From an optimization exercise on the open Yosys and OpenROAD flow, aimed at small area and a short achievable clock period; shortcuts taken in it are not production practice. RTL that was checked went through simulation tests only; none was proved equivalent to the original. Power figures rest on the tool's default switching activity, not on a simulated workload.

// distortion
module distortion
#(
    parameter int WIDTH = 24
)
(
    input logic clk,
    input logic reset,
    input logic enable,
    input logic [WIDTH-1:0] in,
    input logic [WIDTH-1:0] gain,
    input logic [WIDTH-1:0] threshold,
    output logic [WIDTH-1:0] out
);
Size: roughly 2000 cells after synthesis, ~99 I/O pins.
==> flow/config.mk <==
export PLATFORM = sky130hd
export DESIGN_NAME = distortion
export DESIGN_NICKNAME = distortion
export VERILOG_FILES = /design/flow/design.v
export SDC_FILE = /design/flow/constraint.sdc
export NUM_CORES = 4
export LEC_CHECK = 0
export CAP_MARGIN = 20
export CORE_MARGIN = 2
export CORE_UTILIZATION = 60
export CTS_BUF_LIST = sky130_fd_sc_hd__clkbuf_4 sky130_fd_sc_hd__clkbuf_8
export CTS_CLUSTER_SIZE = 20
export SETUP_SLACK_MARGIN = 4.4
export SLEW_MARGIN = 20
export TNS_END_PERCENT = 0
==> flow/constraint.sdc <==
create_clock -name core_clock -period 7.5 [get_ports {clk}]
set_input_delay 1.5000 -clock core_clock [delete_from_list [all_inputs] [get_ports {clk}]]
set_output_delay 1.5000 -clock core_clock [all_outputs]
set_load 0.01 [all_outputs]
standard.sh (not shown) runs the stock make flow with config.mk's settings and CLKGATE_MAP_FILE= SYNTH_SCRIPT=/design/flow/synth_recipe.tcl, a recipe that flattens the netlist after the stock synthesis.
==> flow/flow/run.sh <==
#!/bin/bash
# The standard layout (standard.sh) with two changes:
#  1. after the standard synthesis, flow/fixinv.py chooses the polarity of each
#     full-adder cell so that fewer inverters sit between adders (a full adder
#     is self-dual); registers and logic function are unchanged;
#  2. buffer_ports puts plain buf_1 cells on the ports instead of the default
#     clkdlybuf4s50_1 delay buffers (every port still gets its buffer).
# Each tool's output goes to a log file here; ORFS keeps each step's log under
# orfs/logs/.
set -euo pipefail
export BUFFER_PORTS_ARGS="-buffer_cell sky130_fd_sc_hd__buf_1"
R=orfs/results/${FLOW_PLATFORM:-sky130hd}/distortion/base
bash standard.sh synth > standard_synth.log 2>&1
cp $R/1_2_yosys.v $R/1_2_yosys.std.v
python3 flow/fixinv.py $R/1_2_yosys.std.v $R/1_2_yosys.v > fixinv.log 2>&1
rm -f $R/1_synth.odb $R/1_synth.sdc
bash standard.sh > standard.log 2>&1
Other scripts of this flow, unchanged in this note and not shown: flow/flow/fixinv.py
The first run ran to the end with no violations.
Change:
--- a/flow/design.v
+++ b/flow/design.v
@@ -1576,24 +1576,18 @@
 wire [36:0] psum_w = pp0 ^ pcarry;
 wire [43:0] psum = {psum_w, 7'b0};
 logic [23:0] x, t;
 always_ff @(posedge clk) begin
     if (enable) begin
         x <= psum[43:20]; t <= threshold;
     end
 end
 wire        cmp_pos = x >= t;
 wire [25:0] neg_sum = {{2{x[23]}}, x} + {2'b00, t} + 26'h3FFFFFF;
 wire        cmp_neg = neg_sum[25];
 wire        cmp = x[23] ? cmp_neg : cmp_pos;
-wire [23:0] tor0 = {t[22:0], 1'b0};
-wire [23:0] tor1 = tor0 | {tor0[22:0], 1'b0};
-wire [23:0] tor2 = tor1 | {tor1[21:0], 2'b0};
-wire [23:0] tor3 = tor2 | {tor2[19:0], 4'b0};
-wire [23:0] tor4 = tor3 | {tor3[15:0], 8'b0};
-wire [23:0] tor5 = tor4 | {tor4[7:0], 16'b0};
-wire [23:0] lvl = t ^ ({24{x[23]}} & tor5);
+wire [23:0] lvl = x[23] ? (~t + 24'd1) : t;
 always_ff @(posedge clk or posedge reset) begin
     if (reset) out <= '0;
     else if (enable) out <= v3 ? (cmp ? lvl : x) : '0;
 end
 endmodule
What happened:
- setup slack gets worse by 0.080 ns
- utilization is lower by 0.50 points
- register-to-register slack gets worse by 0.08 ns
- final cell count is lower by 3.3%
- non-clock buffer count is higher by 11
- worst hold slack gets better by 0.0070 ns
- total power is lower by 8.2%
- sequential share of layout area is higher by 0.88 points
- critical path depth is higher by 1
- cell area is lower by 3.1%
- global-route usage is lower by 0.68 points
- clock-buffer cell count is lower by 2
- synthesized area is lower by 2.0%
The RTL of the first run of this note was laid out without a check of its function.

* * *

distortion with an RTL version that a note above also has.
Size in the first run: ~1900 cells after synthesis, roughly 0.022 mm^2 of cells after synthesis.
==> flow/config.mk <==
export PLATFORM = sky130hd
export DESIGN_NAME = distortion
export DESIGN_NICKNAME = distortion
export VERILOG_FILES = /design/flow/design.v
export SDC_FILE = /design/flow/constraint.sdc
export NUM_CORES = 4
export LEC_CHECK = 0
export CAP_MARGIN = 20
export CORE_MARGIN = 2
export CORE_UTILIZATION = 60
export CTS_BUF_LIST = sky130_fd_sc_hd__clkbuf_4 sky130_fd_sc_hd__clkbuf_8
export CTS_CLUSTER_SIZE = 20
export SETUP_SLACK_MARGIN = 4.4
export SLEW_MARGIN = 20
export TNS_END_PERCENT = 0
==> flow/constraint.sdc <==
create_clock -name core_clock -period 7.5 [get_ports {clk}]
set_input_delay 1.5000 -clock core_clock [delete_from_list [all_inputs] [get_ports {clk}]]
set_output_delay 1.5000 -clock core_clock [all_outputs]
set_load 0.01 [all_outputs]
Scripts as last shown in full above: flow/flow/run.sh
Other scripts of this flow, unchanged in this note and not shown: flow/flow/fixinv.py
The starting point completed with no timing, DRC or antenna violations.
Change:
--- a/flow/design.v
+++ b/flow/design.v
@@ -1576,18 +1576,24 @@
 wire [36:0] psum_w = pp0 ^ pcarry;
 wire [43:0] psum = {psum_w, 7'b0};
 logic [23:0] x, t;
 always_ff @(posedge clk) begin
     if (enable) begin
         x <= psum[43:20]; t <= threshold;
     end
 end
 wire        cmp_pos = x >= t;
 wire [25:0] neg_sum = {{2{x[23]}}, x} + {2'b00, t} + 26'h3FFFFFF;
 wire        cmp_neg = neg_sum[25];
 wire        cmp = x[23] ? cmp_neg : cmp_pos;
-wire [23:0] lvl = x[23] ? (~t + 24'd1) : t;
+wire [23:0] tor0 = {t[22:0], 1'b0};
+wire [23:0] tor1 = tor0 | {tor0[22:0], 1'b0};
+wire [23:0] tor2 = tor1 | {tor1[21:0], 2'b0};
+wire [23:0] tor3 = tor2 | {tor2[19:0], 4'b0};
+wire [23:0] tor4 = tor3 | {tor3[15:0], 8'b0};
+wire [23:0] tor5 = tor4 | {tor4[7:0], 16'b0};
+wire [23:0] lvl = t ^ ({24{x[23]}} & tor5);
 always_ff @(posedge clk or posedge reset) begin
     if (reset) out <= '0;
     else if (enable) out <= v3 ? (cmp ? lvl : x) : '0;
 end
 endmodule
=> Wire length is higher by 1.9%. Core utilization barely changes. Die area went up by 2.2%. Final cell count went up by 3.6%. Worst setup slack gains 0.058 ns. Sequential power is about the same. Clock skew drops by 0.014 ns. Count of clock-buffer cells in the layout came out lower by 3. Hold slack degrades by 0.0035 ns. Critical path depth came out higher by 2. Final area rises by 2.4%. Global-route usage barely changes. Register-to-register slack gets better by 0.06 ns. Power went up by 11%.
No functional check of the RTL was part of the second run of this note.

==> afterwards: timing with drivers on the ports <==
Ports are ideal in the flow. The routed layouts listed here were re-timed in OpenROAD.
Step 1 sets driving cells, clkbuf_16 on the clock port and buf_2 on the other inputs (assumed; they add their load-dependent delay and slew).
Step 2 moves the port delays by t, midway between the first and last clock arrival at a register: inputs arrive t later, outputs are due t later. That takes back most of the time a late clock gives input paths.
Three values: ideal, step 1, step 2; two values: the first two.
run	t, ns	slack for setup (ns)	worst hold slack (ns)	worst setup path after step 2	latest minus earliest clock arrival (ns)
the first run of note 1	0.697	4.264 / 4.264 / 4.264	0.468 / 0.468 / 0.468	register to register	0.047 / 0.048
the second run of note 1	0.667	4.184 / 4.184 / 3.749	0.475 / 0.475 / 0.475	input to register	0.041 / 0.041
the first run of note 2	0.657	4.229 / 4.229 / 3.731	0.480 / 0.480 / 0.480	input to register	0.035 / 0.035
the second run of note 2	0.673	4.287 / 4.287 / 3.856	0.477 / 0.477 / 0.477	input to register	0.022 / 0.021
After both steps every run listed still meets setup and hold. The setup slack of the first run of note 2, which loses most, moves by 0.000 ns with the drivers and by -0.498 ns with both steps.
